From an optimization exercise on the open Yosys and OpenROAD flow, aimed at small area, a short achievable clock period and few clock cycles; shortcuts taken in it are not production practice. The RTL was checked by simulation tests, not by an equivalence proof against the original design. Power is estimated from default activity; no workload was simulated.

==> flow/design.v <==
`timescale 1ns / 1ps
`default_nettype none
module lc4_divider
   (input  wire        clk,
    input  wire        rst,
    input  wire        i_go,         
    input  wire [15:0] i_dividend,   
    input  wire [15:0] i_divisor,
    output wire        o_done,       
    output wire [15:0] o_shifted,    
    output wire [15:0] o_quotient,
    output wire [15:0] o_remainder);
   reg        busy;
   reg [2:0]  k;
   reg [15:0] rr;
   wire [15:0] a = i_dividend;
   wire [15:0] b = i_divisor;
   wire bz   = (b == 16'd0);
   wire fast = ~busy & ({2'd0, a[15:2]} < b);
   wire [15:0] rin  = fast ? {2'd0, a[15:2]} : busy ? rr : 16'd0;
   wire [1:0]  bits = fast ? a[1:0] : a[15:14];
   wire [15:0] rs1, rs0;
   wire [1:0]  qc;
   lc4_div_row row1 (.i_r(rin), .i_bit(bits[1]), .i_b(b), .o_q(qc[1]), .o_r(rs1));
   lc4_div_row row0 (.i_r(rs1), .i_bit(bits[0]), .i_b(b), .o_q(qc[0]), .o_r(rs0));
   assign o_done      = bz | fast | (busy & (k == 3'd0));
   assign o_shifted   = {a[13:0], qc};
   assign o_quotient  = bz ? 16'd0 : {busy ? a[13:0] : 14'd0, qc};
   assign o_remainder = bz ? 16'd0 : rs0;
   always @(posedge clk) begin
      if (rst)
        busy <= 1'b0;
      else if (i_go)
        busy <= ~o_done;
      k  <= busy ? k - 3'd1 : 3'd6;
      rr <= rs0;
   end
endmodule
module lc4_div_row
   (input  wire [15:0] i_r,
    input  wire        i_bit,
    input  wire [15:0] i_b,
    output wire        o_q,
    output wire [15:0] o_r);
   wire [16:0] t = {i_r, i_bit};
   wire [17:0] d = {1'b0, t} - {2'b0, i_b};
   assign o_q = ~d[17];
   assign o_r = o_q ? d[15:0] : t[15:0];
endmodule
`timescale 1ns / 1ps
`default_nettype none
module lc4_mul16
   (input  wire [15:0] i_a,
    input  wire [15:0] i_b,
    output wire [15:0] o_p);
   wire pp0_0 = i_a[0] & i_b[0];
   wire pp0_1 = i_a[0] & i_b[1];
   wire pp0_2 = i_a[0] & i_b[2];
   wire pp0_3 = i_a[0] & i_b[3];
   wire pp0_4 = i_a[0] & i_b[4];
   wire pp0_5 = i_a[0] & i_b[5];
   wire pp0_6 = i_a[0] & i_b[6];
   wire pp0_7 = i_a[0] & i_b[7];
   wire pp0_8 = i_a[0] & i_b[8];
   wire pp0_9 = i_a[0] & i_b[9];
   wire pp0_10 = i_a[0] & i_b[10];
   wire pp0_11 = i_a[0] & i_b[11];
   wire pp0_12 = i_a[0] & i_b[12];
   wire pp0_13 = i_a[0] & i_b[13];
   wire pp0_14 = i_a[0] & i_b[14];
   wire pp0_15 = i_a[0] & i_b[15];
   wire pp1_0 = i_a[1] & i_b[0];
   wire pp1_1 = i_a[1] & i_b[1];
   wire pp1_2 = i_a[1] & i_b[2];
   wire pp1_3 = i_a[1] & i_b[3];
   wire pp1_4 = i_a[1] & i_b[4];
   wire pp1_5 = i_a[1] & i_b[5];
   wire pp1_6 = i_a[1] & i_b[6];
   wire pp1_7 = i_a[1] & i_b[7];
   wire pp1_8 = i_a[1] & i_b[8];
   wire pp1_9 = i_a[1] & i_b[9];
   wire pp1_10 = i_a[1] & i_b[10];
   wire pp1_11 = i_a[1] & i_b[11];
   wire pp1_12 = i_a[1] & i_b[12];
   wire pp1_13 = i_a[1] & i_b[13];
   wire pp1_14 = i_a[1] & i_b[14];
   wire pp2_0 = i_a[2] & i_b[0];
   wire pp2_1 = i_a[2] & i_b[1];
   wire pp2_2 = i_a[2] & i_b[2];
   wire pp2_3 = i_a[2] & i_b[3];
   wire pp2_4 = i_a[2] & i_b[4];
   wire pp2_5 = i_a[2] & i_b[5];
   wire pp2_6 = i_a[2] & i_b[6];
   wire pp2_7 = i_a[2] & i_b[7];
   wire pp2_8 = i_a[2] & i_b[8];
   wire pp2_9 = i_a[2] & i_b[9];
   wire pp2_10 = i_a[2] & i_b[10];
   wire pp2_11 = i_a[2] & i_b[11];
   wire pp2_12 = i_a[2] & i_b[12];
   wire pp2_13 = i_a[2] & i_b[13];
   wire pp3_0 = i_a[3] & i_b[0];
   wire pp3_1 = i_a[3] & i_b[1];
   wire pp3_2 = i_a[3] & i_b[2];
   wire pp3_3 = i_a[3] & i_b[3];
   wire pp3_4 = i_a[3] & i_b[4];
   wire pp3_5 = i_a[3] & i_b[5];
   wire pp3_6 = i_a[3] & i_b[6];
   wire pp3_7 = i_a[3] & i_b[7];
   wire pp3_8 = i_a[3] & i_b[8];
   wire pp3_9 = i_a[3] & i_b[9];
   wire pp3_10 = i_a[3] & i_b[10];
   wire pp3_11 = i_a[3] & i_b[11];
   wire pp3_12 = i_a[3] & i_b[12];
   wire pp4_0 = i_a[4] & i_b[0];
   wire pp4_1 = i_a[4] & i_b[1];
   wire pp4_2 = i_a[4] & i_b[2];
   wire pp4_3 = i_a[4] & i_b[3];
   wire pp4_4 = i_a[4] & i_b[4];
   wire pp4_5 = i_a[4] & i_b[5];
   wire pp4_6 = i_a[4] & i_b[6];
   wire pp4_7 = i_a[4] & i_b[7];
   wire pp4_8 = i_a[4] & i_b[8];
   wire pp4_9 = i_a[4] & i_b[9];
   wire pp4_10 = i_a[4] & i_b[10];
   wire pp4_11 = i_a[4] & i_b[11];
   wire pp5_0 = i_a[5] & i_b[0];
   wire pp5_1 = i_a[5] & i_b[1];
   wire pp5_2 = i_a[5] & i_b[2];
   wire pp5_3 = i_a[5] & i_b[3];
   wire pp5_4 = i_a[5] & i_b[4];
   wire pp5_5 = i_a[5] & i_b[5];
   wire pp5_6 = i_a[5] & i_b[6];
   wire pp5_7 = i_a[5] & i_b[7];
   wire pp5_8 = i_a[5] & i_b[8];
   wire pp5_9 = i_a[5] & i_b[9];
   wire pp5_10 = i_a[5] & i_b[10];
   wire pp6_0 = i_a[6] & i_b[0];
   wire pp6_1 = i_a[6] & i_b[1];
   wire pp6_2 = i_a[6] & i_b[2];
   wire pp6_3 = i_a[6] & i_b[3];
   wire pp6_4 = i_a[6] & i_b[4];
   wire pp6_5 = i_a[6] & i_b[5];
   wire pp6_6 = i_a[6] & i_b[6];
   wire pp6_7 = i_a[6] & i_b[7];
   wire pp6_8 = i_a[6] & i_b[8];
   wire pp6_9 = i_a[6] & i_b[9];
   wire pp7_0 = i_a[7] & i_b[0];
   wire pp7_1 = i_a[7] & i_b[1];
   wire pp7_2 = i_a[7] & i_b[2];
   wire pp7_3 = i_a[7] & i_b[3];
   wire pp7_4 = i_a[7] & i_b[4];
   wire pp7_5 = i_a[7] & i_b[5];
   wire pp7_6 = i_a[7] & i_b[6];
   wire pp7_7 = i_a[7] & i_b[7];
   wire pp7_8 = i_a[7] & i_b[8];
   wire pp8_0 = i_a[8] & i_b[0];
   wire pp8_1 = i_a[8] & i_b[1];
   wire pp8_2 = i_a[8] & i_b[2];
   wire pp8_3 = i_a[8] & i_b[3];
   wire pp8_4 = i_a[8] & i_b[4];
   wire pp8_5 = i_a[8] & i_b[5];
   wire pp8_6 = i_a[8] & i_b[6];
   wire pp8_7 = i_a[8] & i_b[7];
   wire pp9_0 = i_a[9] & i_b[0];
   wire pp9_1 = i_a[9] & i_b[1];
   wire pp9_2 = i_a[9] & i_b[2];
   wire pp9_3 = i_a[9] & i_b[3];
   wire pp9_4 = i_a[9] & i_b[4];
   wire pp9_5 = i_a[9] & i_b[5];
   wire pp9_6 = i_a[9] & i_b[6];
   wire pp10_0 = i_a[10] & i_b[0];
   wire pp10_1 = i_a[10] & i_b[1];
   wire pp10_2 = i_a[10] & i_b[2];
   wire pp10_3 = i_a[10] & i_b[3];
   wire pp10_4 = i_a[10] & i_b[4];
   wire pp10_5 = i_a[10] & i_b[5];
   wire pp11_0 = i_a[11] & i_b[0];
   wire pp11_1 = i_a[11] & i_b[1];
   wire pp11_2 = i_a[11] & i_b[2];
   wire pp11_3 = i_a[11] & i_b[3];
   wire pp11_4 = i_a[11] & i_b[4];
   wire pp12_0 = i_a[12] & i_b[0];
   wire pp12_1 = i_a[12] & i_b[1];
   wire pp12_2 = i_a[12] & i_b[2];
   wire pp12_3 = i_a[12] & i_b[3];
   wire pp13_0 = i_a[13] & i_b[0];
   wire pp13_1 = i_a[13] & i_b[1];
   wire pp13_2 = i_a[13] & i_b[2];
   wire pp14_0 = i_a[14] & i_b[0];
   wire pp14_1 = i_a[14] & i_b[1];
   wire pp15_0 = i_a[15] & i_b[0];
   wire s0, c0;
   lc4_fa fa0 (.a(pp0_2), .b(pp1_1), .c(pp2_0), .s(s0), .co(c0));
   wire s1, c1;
   lc4_fa fa1 (.a(pp0_3), .b(pp1_2), .c(pp2_1), .s(s1), .co(c1));
   wire s2, c2;
   lc4_fa fa2 (.a(pp0_4), .b(pp1_3), .c(pp2_2), .s(s2), .co(c2));
   wire s3 = pp3_1 ^ pp4_0;
   wire c3 = pp3_1 & pp4_0;
   wire s4, c4;
   lc4_fa fa4 (.a(pp0_5), .b(pp1_4), .c(pp2_3), .s(s4), .co(c4));
   wire s5, c5;
   lc4_fa fa5 (.a(pp3_2), .b(pp4_1), .c(pp5_0), .s(s5), .co(c5));
   wire s6, c6;
   lc4_fa fa6 (.a(pp0_6), .b(pp1_5), .c(pp2_4), .s(s6), .co(c6));
   wire s7, c7;
   lc4_fa fa7 (.a(pp3_3), .b(pp4_2), .c(pp5_1), .s(s7), .co(c7));
   wire s8, c8;
   lc4_fa fa8 (.a(pp0_7), .b(pp1_6), .c(pp2_5), .s(s8), .co(c8));
   wire s9, c9;
   lc4_fa fa9 (.a(pp3_4), .b(pp4_3), .c(pp5_2), .s(s9), .co(c9));
   wire s10 = pp6_1 ^ pp7_0;
   wire c10 = pp6_1 & pp7_0;
   wire s11, c11;
   lc4_fa fa11 (.a(pp0_8), .b(pp1_7), .c(pp2_6), .s(s11), .co(c11));
   wire s12, c12;
   lc4_fa fa12 (.a(pp3_5), .b(pp4_4), .c(pp5_3), .s(s12), .co(c12));
   wire s13, c13;
   lc4_fa fa13 (.a(pp6_2), .b(pp7_1), .c(pp8_0), .s(s13), .co(c13));
   wire s14, c14;
   lc4_fa fa14 (.a(pp0_9), .b(pp1_8), .c(pp2_7), .s(s14), .co(c14));
   wire s15, c15;
   lc4_fa fa15 (.a(pp3_6), .b(pp4_5), .c(pp5_4), .s(s15), .co(c15));
   wire s16, c16;
   lc4_fa fa16 (.a(pp6_3), .b(pp7_2), .c(pp8_1), .s(s16), .co(c16));
   wire s17, c17;
   lc4_fa fa17 (.a(pp0_10), .b(pp1_9), .c(pp2_8), .s(s17), .co(c17));
   wire s18, c18;
   lc4_fa fa18 (.a(pp3_7), .b(pp4_6), .c(pp5_5), .s(s18), .co(c18));
   wire s19, c19;
   lc4_fa fa19 (.a(pp6_4), .b(pp7_3), .c(pp8_2), .s(s19), .co(c19));
   wire s20 = pp9_1 ^ pp10_0;
   wire c20 = pp9_1 & pp10_0;
   wire s21, c21;
   lc4_fa fa21 (.a(pp0_11), .b(pp1_10), .c(pp2_9), .s(s21), .co(c21));
   wire s22, c22;
   lc4_fa fa22 (.a(pp3_8), .b(pp4_7), .c(pp5_6), .s(s22), .co(c22));
   wire s23, c23;
   lc4_fa fa23 (.a(pp6_5), .b(pp7_4), .c(pp8_3), .s(s23), .co(c23));
   wire s24, c24;
   lc4_fa fa24 (.a(pp9_2), .b(pp10_1), .c(pp11_0), .s(s24), .co(c24));
   wire s25, c25;
   lc4_fa fa25 (.a(pp0_12), .b(pp1_11), .c(pp2_10), .s(s25), .co(c25));
   wire s26, c26;
   lc4_fa fa26 (.a(pp3_9), .b(pp4_8), .c(pp5_7), .s(s26), .co(c26));
   wire s27, c27;
   lc4_fa fa27 (.a(pp6_6), .b(pp7_5), .c(pp8_4), .s(s27), .co(c27));
   wire s28, c28;
   lc4_fa fa28 (.a(pp9_3), .b(pp10_2), .c(pp11_1), .s(s28), .co(c28));
   wire s29, c29;
   lc4_fa fa29 (.a(pp0_13), .b(pp1_12), .c(pp2_11), .s(s29), .co(c29));
   wire s30, c30;
   lc4_fa fa30 (.a(pp3_10), .b(pp4_9), .c(pp5_8), .s(s30), .co(c30));
   wire s31, c31;
   lc4_fa fa31 (.a(pp6_7), .b(pp7_6), .c(pp8_5), .s(s31), .co(c31));
   wire s32, c32;
   lc4_fa fa32 (.a(pp9_4), .b(pp10_3), .c(pp11_2), .s(s32), .co(c32));
   wire s33 = pp12_1 ^ pp13_0;
   wire c33 = pp12_1 & pp13_0;
   wire s34, c34;
   lc4_fa fa34 (.a(pp0_14), .b(pp1_13), .c(pp2_12), .s(s34), .co(c34));
   wire s35, c35;
   lc4_fa fa35 (.a(pp3_11), .b(pp4_10), .c(pp5_9), .s(s35), .co(c35));
   wire s36, c36;
   lc4_fa fa36 (.a(pp6_8), .b(pp7_7), .c(pp8_6), .s(s36), .co(c36));
   wire s37, c37;
   lc4_fa fa37 (.a(pp9_5), .b(pp10_4), .c(pp11_3), .s(s37), .co(c37));
   wire s38, c38;
   lc4_fa fa38 (.a(pp12_2), .b(pp13_1), .c(pp14_0), .s(s38), .co(c38));
   wire s39, c39;
   lc4_fa fa39 (.a(pp0_15), .b(pp1_14), .c(pp2_13), .s(s39), .co(c39));
   wire s40, c40;
   lc4_fa fa40 (.a(pp3_12), .b(pp4_11), .c(pp5_10), .s(s40), .co(c40));
   wire s41, c41;
   lc4_fa fa41 (.a(pp6_9), .b(pp7_8), .c(pp8_7), .s(s41), .co(c41));
   wire s42, c42;
   lc4_fa fa42 (.a(pp9_6), .b(pp10_5), .c(pp11_4), .s(s42), .co(c42));
   wire s43, c43;
   lc4_fa fa43 (.a(pp12_3), .b(pp13_2), .c(pp14_1), .s(s43), .co(c43));
   wire s44, c44;
   lc4_fa fa44 (.a(c0), .b(s1), .c(pp3_0), .s(s44), .co(c44));
   wire s45, c45;
   lc4_fa fa45 (.a(c1), .b(s2), .c(s3), .s(s45), .co(c45));
   wire s46, c46;
   lc4_fa fa46 (.a(c2), .b(c3), .c(s4), .s(s46), .co(c46));
   wire s47, c47;
   lc4_fa fa47 (.a(c4), .b(c5), .c(s6), .s(s47), .co(c47));
   wire s48 = s7 ^ pp6_0;
   wire c48 = s7 & pp6_0;
   wire s49, c49;
   lc4_fa fa49 (.a(c6), .b(c7), .c(s8), .s(s49), .co(c49));
   wire s50 = s9 ^ s10;
   wire c50 = s9 & s10;
   wire s51, c51;
   lc4_fa fa51 (.a(c8), .b(c9), .c(c10), .s(s51), .co(c51));
   wire s52, c52;
   lc4_fa fa52 (.a(s11), .b(s12), .c(s13), .s(s52), .co(c52));
   wire s53, c53;
   lc4_fa fa53 (.a(c11), .b(c12), .c(c13), .s(s53), .co(c53));
   wire s54, c54;
   lc4_fa fa54 (.a(s14), .b(s15), .c(s16), .s(s54), .co(c54));
   wire s55, c55;
   lc4_fa fa55 (.a(c14), .b(c15), .c(c16), .s(s55), .co(c55));
   wire s56, c56;
   lc4_fa fa56 (.a(s17), .b(s18), .c(s19), .s(s56), .co(c56));
   wire s57, c57;
   lc4_fa fa57 (.a(c17), .b(c18), .c(c19), .s(s57), .co(c57));
   wire s58, c58;
   lc4_fa fa58 (.a(c20), .b(s21), .c(s22), .s(s58), .co(c58));
   wire s59 = s23 ^ s24;
   wire c59 = s23 & s24;
   wire s60, c60;
   lc4_fa fa60 (.a(c21), .b(c22), .c(c23), .s(s60), .co(c60));
   wire s61, c61;
   lc4_fa fa61 (.a(c24), .b(s25), .c(s26), .s(s61), .co(c61));
   wire s62, c62;
   lc4_fa fa62 (.a(s27), .b(s28), .c(pp12_0), .s(s62), .co(c62));
   wire s63, c63;
   lc4_fa fa63 (.a(c25), .b(c26), .c(c27), .s(s63), .co(c63));
   wire s64, c64;
   lc4_fa fa64 (.a(c28), .b(s29), .c(s30), .s(s64), .co(c64));
   wire s65, c65;
   lc4_fa fa65 (.a(s31), .b(s32), .c(s33), .s(s65), .co(c65));
   wire s66, c66;
   lc4_fa fa66 (.a(c29), .b(c30), .c(c31), .s(s66), .co(c66));
   wire s67, c67;
   lc4_fa fa67 (.a(c32), .b(c33), .c(s34), .s(s67), .co(c67));
   wire s68, c68;
   lc4_fa fa68 (.a(s35), .b(s36), .c(s37), .s(s68), .co(c68));
   wire s69, c69;
   lc4_fa fa69 (.a(c34), .b(c35), .c(c36), .s(s69), .co(c69));
   wire s70, c70;
   lc4_fa fa70 (.a(c37), .b(c38), .c(s39), .s(s70), .co(c70));
   wire s71, c71;
   lc4_fa fa71 (.a(s40), .b(s41), .c(s42), .s(s71), .co(c71));
   wire s72 = s43 ^ pp15_0;
   wire c72 = s43 & pp15_0;
   wire s73, c73;
   lc4_fa fa73 (.a(c45), .b(s46), .c(s5), .s(s73), .co(c73));
   wire s74, c74;
   lc4_fa fa74 (.a(c46), .b(s47), .c(s48), .s(s74), .co(c74));
   wire s75, c75;
   lc4_fa fa75 (.a(c47), .b(c48), .c(s49), .s(s75), .co(c75));
   wire s76, c76;
   lc4_fa fa76 (.a(c49), .b(c50), .c(s51), .s(s76), .co(c76));
   wire s77, c77;
   lc4_fa fa77 (.a(c51), .b(c52), .c(s53), .s(s77), .co(c77));
   wire s78 = s54 ^ pp9_0;
   wire c78 = s54 & pp9_0;
   wire s79, c79;
   lc4_fa fa79 (.a(c53), .b(c54), .c(s55), .s(s79), .co(c79));
   wire s80 = s56 ^ s20;
   wire c80 = s56 & s20;
   wire s81, c81;
   lc4_fa fa81 (.a(c55), .b(c56), .c(s57), .s(s81), .co(c81));
   wire s82 = s58 ^ s59;
   wire c82 = s58 & s59;
   wire s83, c83;
   lc4_fa fa83 (.a(c57), .b(c58), .c(c59), .s(s83), .co(c83));
   wire s84, c84;
   lc4_fa fa84 (.a(s60), .b(s61), .c(s62), .s(s84), .co(c84));
   wire s85, c85;
   lc4_fa fa85 (.a(c60), .b(c61), .c(c62), .s(s85), .co(c85));
   wire s86, c86;
   lc4_fa fa86 (.a(s63), .b(s64), .c(s65), .s(s86), .co(c86));
   wire s87, c87;
   lc4_fa fa87 (.a(c63), .b(c64), .c(c65), .s(s87), .co(c87));
   wire s88, c88;
   lc4_fa fa88 (.a(s66), .b(s67), .c(s68), .s(s88), .co(c88));
   wire s89, c89;
   lc4_fa fa89 (.a(c66), .b(c67), .c(c68), .s(s89), .co(c89));
   wire s90, c90;
   lc4_fa fa90 (.a(s69), .b(s70), .c(s71), .s(s90), .co(c90));
   wire s91, c91;
   lc4_fa fa91 (.a(c74), .b(s75), .c(s50), .s(s91), .co(c91));
   wire s92, c92;
   lc4_fa fa92 (.a(c75), .b(s76), .c(s52), .s(s92), .co(c92));
   wire s93, c93;
   lc4_fa fa93 (.a(c76), .b(s77), .c(s78), .s(s93), .co(c93));
   wire s94, c94;
   lc4_fa fa94 (.a(c77), .b(c78), .c(s79), .s(s94), .co(c94));
   wire s95, c95;
   lc4_fa fa95 (.a(c79), .b(c80), .c(s81), .s(s95), .co(c95));
   wire s96, c96;
   lc4_fa fa96 (.a(c81), .b(c82), .c(s83), .s(s96), .co(c96));
   wire s97, c97;
   lc4_fa fa97 (.a(c83), .b(c84), .c(s85), .s(s97), .co(c97));
   wire s98, c98;
   lc4_fa fa98 (.a(c85), .b(c86), .c(s87), .s(s98), .co(c98));
   wire s99 = s88 ^ s38;
   wire c99 = s88 & s38;
   wire s100, c100;
   lc4_fa fa100 (.a(c87), .b(c88), .c(s89), .s(s100), .co(c100));
   wire s101 = s90 ^ s72;
   wire c101 = s90 & s72;
   wire s102, c102;
   lc4_fa fa102 (.a(c93), .b(s94), .c(s80), .s(s102), .co(c102));
   wire s103, c103;
   lc4_fa fa103 (.a(c94), .b(s95), .c(s82), .s(s103), .co(c103));
   wire s104, c104;
   lc4_fa fa104 (.a(c95), .b(s96), .c(s84), .s(s104), .co(c104));
   wire s105, c105;
   lc4_fa fa105 (.a(c96), .b(s97), .c(s86), .s(s105), .co(c105));
   wire s106, c106;
   lc4_fa fa106 (.a(c97), .b(s98), .c(s99), .s(s106), .co(c106));
   wire s107, c107;
   lc4_fa fa107 (.a(c98), .b(c99), .c(s100), .s(s107), .co(c107));
   wire s108, c108;
   lc4_fa fa108 (.a(c106), .b(s107), .c(s101), .s(s108), .co(c108));
   wire [15:0] xx = {s108, c105, c104, c103, c102, s102, c92, c91, s91, c73, s73, c44, s44, s0, pp0_1, pp0_0};
   wire [15:0] yy = {1'b0, s106, s105, s104, s103, 1'b0, s93, s92, 1'b0, s74, 1'b0, s45, 1'b0, 1'b0, pp1_0, 1'b0};
   assign o_p = xx + yy;
endmodule
module lc4_fa(input wire a, b, c, output wire s, co);
   assign s  = a ^ b ^ c;
   assign co = (a & b) | (a & c) | (b & c);
endmodule
`timescale 1ns / 1ps
`default_nettype none
module lc4_regfile
   (input  wire        clk,
    input  wire        rst,
    input  wire [2:0]  i_rs,
    output wire [15:0] o_rs_data,
    input  wire [2:0]  i_rt,
    output wire [15:0] o_rt_data,
    input  wire [2:0]  i_rd,
    input  wire [15:0] i_wdata,
    input  wire        i_rd_we);
   reg [15:0] r [0:7];
   wire [15:0] wd = rst ? 16'd0 : i_wdata;
   genvar i;
   for (i = 0; i < 8; i = i + 1) begin : g_reg
      always @(posedge clk)
        if (rst | (i_rd_we & (i_rd == i))) r[i] <= wd;
   end
   assign o_rs_data = r[i_rs];
   assign o_rt_data = r[i_rt];
endmodule
`timescale 1ns / 1ps
`default_nettype none
module lc4_core
   (input  wire        clk,
    input  wire        rst,
    output wire [15:0] o_cur_pc,
    input  wire [15:0] i_cur_insn,
    output wire [15:0] o_dmem_addr,
    input  wire [15:0] i_cur_dmem_data,
    output wire        o_dmem_we,
    output wire [15:0] o_dmem_towrite,
    output wire [1:0]  test_stall,
    output wire [15:0] test_cur_pc,
    output wire [15:0] test_cur_insn,
    output wire        test_regfile_we,
    output wire [2:0]  test_regfile_wsel,
    output wire [15:0] test_regfile_data,
    output wire        test_nzp_we,
    output wire [2:0]  test_nzp_new_bits,
    output wire        test_dmem_we,
    output wire [15:0] test_dmem_addr,
    output wire [15:0] test_dmem_data
    );
   reg [15:0] pc;
   reg [2:0]  nzp;
   reg        x_valid;
   reg [15:0] x_insn, x_pc, x_a, x_b;
   reg        w_valid, w_rf_we, w_nzp_we, w_dmem_we;
   reg [15:0] w_pc, w_insn, w_val, w_addr;
   reg [2:0]  w_wsel, w_nzp;
   wire        x_stall;
   wire        x_rf_we, x_nzp_we, x_ldr;
   wire [2:0]  x_wsel, x_nzp_alu, ld_nzp;
   wire [15:0] x_res;
   wire [15:0] f_insn = i_cur_insn;
   wire [3:0]  f_op   = f_insn[15:12];
   wire [2:0]  f_asel = (f_op == 4'b0010 || f_op == 4'b1101) ? f_insn[11:9] :
                        (f_op == 4'b1000) ? 3'd7 : f_insn[8:6];
   wire [2:0]  f_bsel = (f_op == 4'b0111) ? f_insn[11:9] : f_insn[2:0];
   wire [15:0] rf_a, rf_b;
   wire        x_wr = x_valid & x_rf_we;
   lc4_regfile rf (.clk(clk), .rst(rst),
                   .i_rs(f_asel), .o_rs_data(rf_a),
                   .i_rt(f_bsel), .o_rt_data(rf_b),
                   .i_rd(x_wsel), .i_wdata(x_res), .i_rd_we(x_wr & ~x_stall));
   wire [15:0] f_a = (x_wr && x_wsel == f_asel) ? x_res : rf_a;
   wire [15:0] f_b = (x_wr && x_wsel == f_bsel) ? x_res : rf_b;
   wire [2:0]  f_nzp = ~(x_valid & x_nzp_we) ? nzp : x_ldr ? ld_nzp : x_nzp_alu;
   wire        f_taken = |(f_insn[11:9] & f_nzp);
   wire [15:0] pc1 = pc + 16'd1;
   wire [9:0]  t9_lo = {1'b0, pc1[8:0]} + {1'b0, f_insn[8:0]};
   wire [6:0]  t9_hi = (t9_lo[9] & ~f_insn[8]) ? pc1[15:9] + 7'd1 :
                       (~t9_lo[9] & f_insn[8]) ? pc1[15:9] - 7'd1 : pc1[15:9];
   wire [15:0] t9 = {t9_hi, t9_lo[8:0]};
   wire [11:0] t11_lo = {1'b0, pc1[10:0]} + {1'b0, f_insn[10:0]};
   wire [4:0]  t11_hi = (t11_lo[11] & ~f_insn[10]) ? pc1[15:11] + 5'd1 :
                        (~t11_lo[11] & f_insn[10]) ? pc1[15:11] - 5'd1 : pc1[15:11];
   wire [15:0] t11 = {t11_hi, t11_lo[10:0]};
   wire f_br    = (f_op == 4'b0000);
   wire f_jmp   = (f_insn[15:11] == 5'b11001);
   wire f_jsr   = (f_insn[15:11] == 5'b01001);
   wire f_trap  = (f_op == 4'b1111);
   wire f_ind   = (f_insn[15:11] == 5'b11000) | (f_insn[15:11] == 5'b01000) |
                  (f_op == 4'b1000);                         
   wire f_seq   = ~(f_br | f_jmp | f_jsr | f_trap | f_ind);
   wire [15:0] f_npc =
      ({16{f_br & f_taken}}  & t9) |
      ({16{f_br & ~f_taken}} & pc1) |
      ({16{f_seq}}           & pc1) |
      ({16{f_jmp}}           & t11) |
      ({16{f_jsr}}           & {pc[15], f_insn[10:0], 4'b0000}) |
      ({16{f_trap}}          & {8'h80, f_insn[7:0]}) |
      ({16{f_ind}}           & f_a);
   wire [15:0] d_shifted;
   always @(posedge clk) begin
      if (rst) begin
         pc      <= 16'h8200;
         x_valid <= 1'b0;
      end else if (!x_stall) begin
         pc      <= f_npc;
         x_valid <= 1'b1;
      end
      if (!x_stall) begin
         x_insn <= f_insn;
         x_pc   <= pc;
         x_b    <= f_b;
      end
      x_a <= x_stall ? d_shifted : f_a;
   end
   assign o_cur_pc = pc;
   wire [3:0] x_op = x_insn[15:12];
   wire x_arith = (x_op == 4'b0001);
   wire x_cmp   = (x_op == 4'b0010);
   wire x_jsrx  = (x_op == 4'b0100);
   wire x_logic = (x_op == 4'b0101);
   wire x_str   = (x_op == 4'b0111);
   wire x_const = (x_op == 4'b1001);
   wire x_shift = (x_op == 4'b1010);
   wire x_hic   = (x_op == 4'b1101);
   wire x_trap  = (x_op == 4'b1111);
   assign x_ldr = (x_op == 4'b0110);
   wire x_ari_r = x_arith & ~x_insn[5];
   wire x_mul   = x_ari_r & (x_insn[4:3] == 2'b01);
   wire x_sub   = x_ari_r & (x_insn[4:3] == 2'b10);
   wire x_div   = x_ari_r & (x_insn[4:3] == 2'b11);
   wire x_mod   = x_shift & (x_insn[5:4] == 2'b11);
   wire x_shr   = x_shift & (x_insn[5] ^ x_insn[4]);    
   wire x_sh    = x_shift & ~(x_insn[5] & x_insn[4]);   
   assign x_rf_we  = x_arith | x_jsrx | x_logic | x_ldr | x_const | x_shift | x_hic | x_trap;
   assign x_nzp_we = x_rf_we | x_cmp;
   assign x_wsel   = (x_jsrx | x_trap) ? 3'd7 : x_insn[11:9];
   wire [15:0] addr = x_a + {{10{x_insn[5]}}, x_insn[5:0]};
   wire [15:0] sx5 = {{11{x_insn[4]}}, x_insn[4:0]};
   wire [15:0] op2 = x_arith ? (x_insn[5] ? sx5 : x_b) :
                     (x_insn[8:7] == 2'b10) ? {{9{x_insn[6]}}, x_insn[6:0]} :
                     (x_insn[8:7] == 2'b11) ? {9'd0, x_insn[6:0]} : x_b;
   wire        x_neg = x_sub | x_cmp;
   wire        x_sgn = x_cmp & ~x_insn[7];
   wire [16:0] sum = {x_sgn & x_a[15], x_a} + ({x_sgn & op2[15], op2} ^ {17{x_neg}}) + {16'd0, x_neg};
   wire        c_lt = sum[16];
   wire        c_eq = (x_a == op2);
   wire [15:0] x_a_rev, onehot;
   genvar i;
   for (i = 0; i < 16; i = i + 1) begin : g_rev
      assign x_a_rev[i] = x_a[15-i];
      assign onehot[i]  = (x_insn[3:0] == i);
   end
   wire [15:0] m_a = x_shr ? x_a_rev : x_a;
   wire [15:0] m_b = x_sh ? onehot : x_b;
   wire [15:0] prod, prod_rev;
   lc4_mul16 mul (.i_a(m_a), .i_b(m_b), .o_p(prod));
   for (i = 0; i < 16; i = i + 1) begin : g_prev
      assign prod_rev[i] = prod[15-i];
   end
   wire [15:0] sra_fill = {16{x_a[15] & ~x_insn[5] & x_insn[4]}} & ~(16'hFFFF >> x_insn[3:0]);
   wire        d_done;
   wire [15:0] quo, rem;
   lc4_divider div (.clk(clk), .rst(rst), .i_go(x_valid & (x_div | x_mod)),
                    .i_dividend(x_a), .i_divisor(x_b),
                    .o_done(d_done), .o_shifted(d_shifted),
                    .o_quotient(quo), .o_remainder(rem));
   assign x_stall = x_valid & (x_div | x_mod) & ~d_done;
   reg [15:0] lg;
   always @* begin
      if (x_insn[5]) lg = x_a & sx5;
      else case (x_insn[4:3])
             2'b00: lg = x_a & x_b;
             2'b01: lg = ~x_a;
             2'b10: lg = x_a | x_b;
             default: lg = x_a ^ x_b;
           endcase
   end
   wire [15:0] x_pc1 = x_pc + 16'd1;
   reg [15:0] res;
   always @* begin
      case (x_op)
        4'b0001: res = x_mul ? prod : x_div ? quo : sum[15:0];
        4'b0101: res = lg;
        4'b0110: res = i_cur_dmem_data;
        4'b1001: res = {{7{x_insn[8]}}, x_insn[8:0]};
        4'b1010: res = x_mod ? rem : x_shr ? (prod_rev | sra_fill) : prod;
        4'b1101: res = {x_insn[7:0], x_a[7:0]};
        default: res = x_pc1;                         
      endcase
   end
   assign x_res = res;
   wire [2:0] res_nzp = {res[15], res == 16'd0, ~res[15] & (res != 16'd0)};
   assign x_nzp_alu = x_cmp ? {c_lt, c_eq, ~c_lt & ~c_eq} : res_nzp;
   wire   ld_zero = (i_cur_dmem_data == 16'd0);
   assign ld_nzp  = {i_cur_dmem_data[15], ld_zero, ~i_cur_dmem_data[15] & ~ld_zero};
   always @(posedge clk) begin
      if (rst)
        nzp <= 3'b000;
      else if (x_valid & x_nzp_we & ~x_stall)
        nzp <= x_nzp_alu;
   end
   assign o_dmem_addr    = addr;
   assign o_dmem_we      = x_valid & x_str;
   assign o_dmem_towrite = x_b;
   always @(posedge clk) begin
      if (rst)
        w_valid <= 1'b0;
      else
        w_valid <= x_valid & ~x_stall;
      w_pc      <= x_pc;
      w_insn    <= x_insn;
      w_rf_we   <= x_rf_we;
      w_wsel    <= x_wsel;
      w_nzp_we  <= x_nzp_we;
      w_nzp     <= x_nzp_alu;
      w_dmem_we <= x_str;
      w_addr    <= addr;
      w_val     <= x_str ? x_b : res;
   end
   assign test_stall        = {1'b0, ~w_valid};
   assign test_cur_pc       = w_pc;
   assign test_cur_insn     = w_insn;
   assign test_regfile_we   = w_rf_we;
   assign test_regfile_wsel = w_wsel;
   assign test_regfile_data = w_val;
   assign test_nzp_we       = w_nzp_we;
   assign test_nzp_new_bits = w_nzp;
   assign test_dmem_we      = w_dmem_we;
   assign test_dmem_addr    = w_addr;
   assign test_dmem_data    = w_val;
endmodule
==> flow/run.sh <==
#!/bin/bash
# synth_recipe.tcl (not shown) runs the flow's synth.tcl, then flattens the netlist and writes it again
# the make line also repeats each setting of config.mk as NAME=value (left out here)
make -C /OpenROAD-flow-scripts/flow DESIGN_CONFIG=/design/flow/config.mk WORK_HOME=/design/flow/orfs CLKGATE_MAP_FILE= SYNTH_SCRIPT=/design/flow/synth_recipe.tcl finish
==> flow/config.mk <==
export PLATFORM = sky130hd
export DESIGN_NAME = lc4_core
export DESIGN_NICKNAME = lc4_core
export VERILOG_FILES = /design/flow/design.v
export SDC_FILE = /design/flow/constraint.sdc
export NUM_CORES = 4
export LEC_CHECK = 0
export CAP_MARGIN = 20
export CORE_MARGIN = 2
export CORE_UTILIZATION = 40
export SLEW_MARGIN = 20
==> flow/constraint.sdc <==
create_clock -name core_clock -period 60.0 [get_ports {clk}]
set_input_delay 12.0000 -clock core_clock [delete_from_list [all_inputs] [get_ports {clk}]]
set_output_delay 12.0000 -clock core_clock [all_outputs]
set_load 0.01 [all_outputs]
==> metrics.md <==
| Metric | Value |
|---|---|
| Vias in the first global route | `around 23,000` |
| CTS hold repair buffers | `0` |
| Final setup margin | `43.01 ns` |
| Clock sinks | `306` |
| Via density | `6.23` |
| Gate Count Post-Synth | `about 2,900` |
| PD cells | `between 60 and 70 nW/µm²` |
| Post-DRT Antenna Nets | `0` |
| Remaining DRCs | `0` |
| FP Rows | `91` |
| Reg2Reg Capture Point | `pc[13]` |
| Layout cells sized above 1 | `approximately 8%` |
| Cell Count Post-Placement | `about 3,800` |
| DR iter-0 viols | `2,437` |
| Htree depth | `2` |
| Chip width | `255 µm` |
| Final WL | `roughly 110 mm` |
| DIE AREA | `between 60,000 and 70,000 µm²` |
| Dpl ws | `about 43 ns` |
| Final Setup Violations | `0` |
| Class of the most critical setup path | `reg -> out` |
| Critical path arrival | `roughly 5 ns` |
| Die Span Y | `between 200 and 300 µm` |
| CP required | `between 40 and 50 ns` |
| Hold path depth | `0` |
| Final nets | `about 3,300` |
| Area after DPL | `around 28,000 µm²` |
| Max Slew Vio Count | `0` |
| Count leader, synth | `nor2_1` |
| Largest net degree at the start of global routing | `69` |
| Worst-path clk slew | `approximately 0.06 ns` |
| Global-route wire length before repair | `between 150 and 200 mm` |
| Min Clock Period, post-route | `between 15 and 20 ns` |
| EDFF count, synth | `176` |
| Register area share after synthesis | `roughly a third` |
| IO Pins | `around 170` |
| Synth area leaders | `edfxtp_1, dfxtp_1, ha_1` |
| GP Congestion | `1.01` |
| CTS resizes | `0` |
| Max-Cap Viols | `0` |
| Design Area, Final | `a little under 30,000 µm²` |
| Post-synth cell types | `90` |
| Hold Crit Class | `reg -> reg` |
| Area fraction of the dominant cell type after synthesis | `approximately a fifth` |
| Initial antenna violation count | `2` |
| RSZ-0062 raised after global routing | `false` |
| Worst setup SP type | `register` |
| Worst slew pin tran | `about 1.1 ns` |
| Endpoint, Worst Hold | `w_pc[15]` |
| Worst R2R Path Depth | `31` |
| Routed via count | `about 24,000` |
| Share of flip-flops with an asynchronous set or reset | `0%` |
| Initial core utilization | `40.6%` |
| Dominant cell type by area after synthesis | `edfxtp_1` |
| Setup Buffers After CTS | `0` |
| 1st-pass router iterations | `5` |
| Ys Warns | `4` |
| Worst skew pair latency | `about 0.57 ns` |
| Hold WS | `0.414 ns` |
| Worst-path fanout max | `13` |
| HP Start | `x_pc[15]` |
| R2r setup slk | `~48 ns` |
| Syn-to-layout area delta | `16.1%` |
| Pleak | `11.8 nW` |
| Syn_area_per_cell | `~8.8 µm²` |
| Synth Cell Area | `about 25,000 µm²` |
| Clock Skews | `roughly 0.021 ns` |
| Status | `timing/DRC/antenna clean` |
| CTS tree | `done` |
| Period utilization | `around 28%` |
| FF-to-FF Start | `x_insn[5]` |
| Worst VDD drop | `between 0.07 and 0.08 mV` |
| Maximum root-to-sink buffer count | `3` |
| Wirelength per Cell | `~28 µm` |
| Primary FF master, synth | `edfxtp_1` |
| Sum Neg Setup Slack | `0 ns` |
| Max Freq | `0.0589 GHz` |
| FF+latch count, synth | `approximately 310` |
| GR Overflow Total | `0` |
| Count of final hold-check violations | `0` |
| Clock Tree Root | `clkbuf_16` |
| Post-route insts no fill | `~3,900` |
| Core footprint | `61,900 µm²` |
| Max-Slew Margin vs Limit | `between 20% and 30%` |
| Port bufs | `about 170` |
| DP Wirelength | `80.3 mm` |
| Mapped Nets | `approximately 3,100` |
| Critical Path End Type | `output port` |
| Commonest cells in the netlist | `nor2_1, nand2_1, a21oi_1` |
| Cts bufs inserted | `37` |
| GRT Overall Usage | `32.9%` |
worst max-delay path, cell delays in order, from the launching register on:
cell and delay [ns]:
dfxtp_1 0.88, ha_1 0.36, a21o_1 0.17, a21oi_1 0.22, o21ai_0 0.11, a21oi_1 0.24
o21ai_0 0.11, a21oi_1 0.26, o21bai_1 0.09, a21oi_1 0.22, o21bai_1 0.09, a21oi_1 0.25
nor2b_1 0.08, o21a_1 0.18, o21ai_0 0.15, nand2b_1 0.07, a21oi_1 0.17, xor2_1 0.21
clkdlybuf4s50_1 0.56
metal layers:
metal | share of wire [%] | wire length (µm) | vias to the layer above | GRT usage [%]
met5 | 0.010 | 11 | - | 0
met1 | 39 | 42000 | 11700 | 41.5
met4 | 6.6 | 7130 | 2 | 19.6
met2 | 45 | 48700 | 1377 | 51.8
li1 | - | - | 10600 | -
met3 | 9.5 | 10200 | 309 | 6.86
where the power goes:
group	internal [mW]	switching, mW	total [mW]
combinational	0.529	0.837	1.37
clock	0.142	0.0981	0.241
sequential	0.268	0.0294	0.298
total	0.940	0.964	1.90
cell families after synthesis:
kind of cell               share of synthesized area [%]
other                                             0.0149
and+or+nand+nor                                     16.4
muxes                                               5.94
DFF                                                 31.4
AOI/OAI and AO/OA                                   20.0
xor gates and xnor gates                            5.46
buffers and inverters                               6.22
adders and majority gates                           14.5
sequential cells by signal, summed over array words and instances, names as in the netlist, 3 cells and up:
signal	flops
div.k	3
div.rr	16
nzp	3
pc	16
rf.r	128
w_addr	16
w_insn	16
w_nzp	3
w_pc	16
w_val	16
w_wsel	3
x_a	16
x_b	16
x_insn	16
x_pc	16
metrics by stage:
stage                     power (mW)  utilization (%)
after floorplan                 1.16                -
after global placement          1.63             45.0
after detailed placement        1.64             45.0
after CTS                       1.89             47.1
after global routing            2.02             47.1
final                           1.90             47.1
worst max-delay path by stage:
stage                                    from               to  slack [ns]  cells past startpoint
after global placement    i_cur_dmem_data[14]            pc[6]       43.36                     15
final                                  x_a[1]  o_dmem_addr[15]       43.01                     18
after floorplan                i_cur_insn[15]           pc[13]       44.83                     13
after detailed placement  i_cur_dmem_data[12]           pc[13]       43.25                     15
after global routing                   x_a[1]  o_dmem_addr[15]       42.78                     18
after CTS                              x_a[1]  o_dmem_addr[15]       43.01                     18
placed cells by master (no fill, tap or decap), types with 30 or more instances in the layout:
master / Yosys / layout
a211oi_1: 31 / 31
a21o_1: 42 / 42
a21oi_1: 220 / 220
a221oi_1: 33 / 33
and2_1: 31 / 31
and3_1: 31 / 31
buf_4: 18 / 86
clkbuf_16: 0 / 38
clkdlybuf4s50_1: 0 / 172
dfxtp_1: 130 / 130
edfxtp_1: 176 / 176
fa_1: 88 / 88
ha_1: 149 / 149
inv_1: 212 / 211
mux2i_1: 51 / 48
mux4_2: 30 / 30
nand2_1: 264 / 264
nand2b_1: 30 / 30
nand3_1: 55 / 55
nor2_1: 304 / 304
nor3_1: 40 / 39
o21ai_0: 169 / 163
xnor2_1: 90 / 90
xor2_1: 54 / 54
layout make-up:
type,instances,area [µm²]
timing repair buffer,259,2370
tap,837,1050
inverter,215,808
sequential,306,7890
clock buffer,47,1000
antenna,1,2.50
multi-input combinational,2165,15800
fill,5995,32700
clock inverter,21,287
Testbench counts, summed over its fixed seeds: cycles 49,549.

==> separate check: timing with driven ports <==
The flow's constraints put no driver on any port. The routed layout listed below was extracted and timed again, unchanged, in two steps. Step 1: set_driving_cell puts a clkbuf_16 on clk and a buf_2 on each other input, an assumption about the parent block. Step 2 adds t to the input delays and takes it off the output delays; t is the mean of the earliest and latest rising clock arrival at the registers after step 1. Input paths then give back, and output paths get back, about the clock's delay inside the block. Three values: ideal, step 1, step 2; two values: the first two.
t (ns): 0.621
setup WS [ns]: 43.011 / 42.948 / 42.987
hold WS [ns]: 0.414 / 0.414 / 0.414
worst register clock-pin slew, ns: 0.07 / 0.07
After both steps this run still meets setup and hold. The setup slack of this run moves by -0.063 ns with the drivers and by -0.024 ns with both steps.
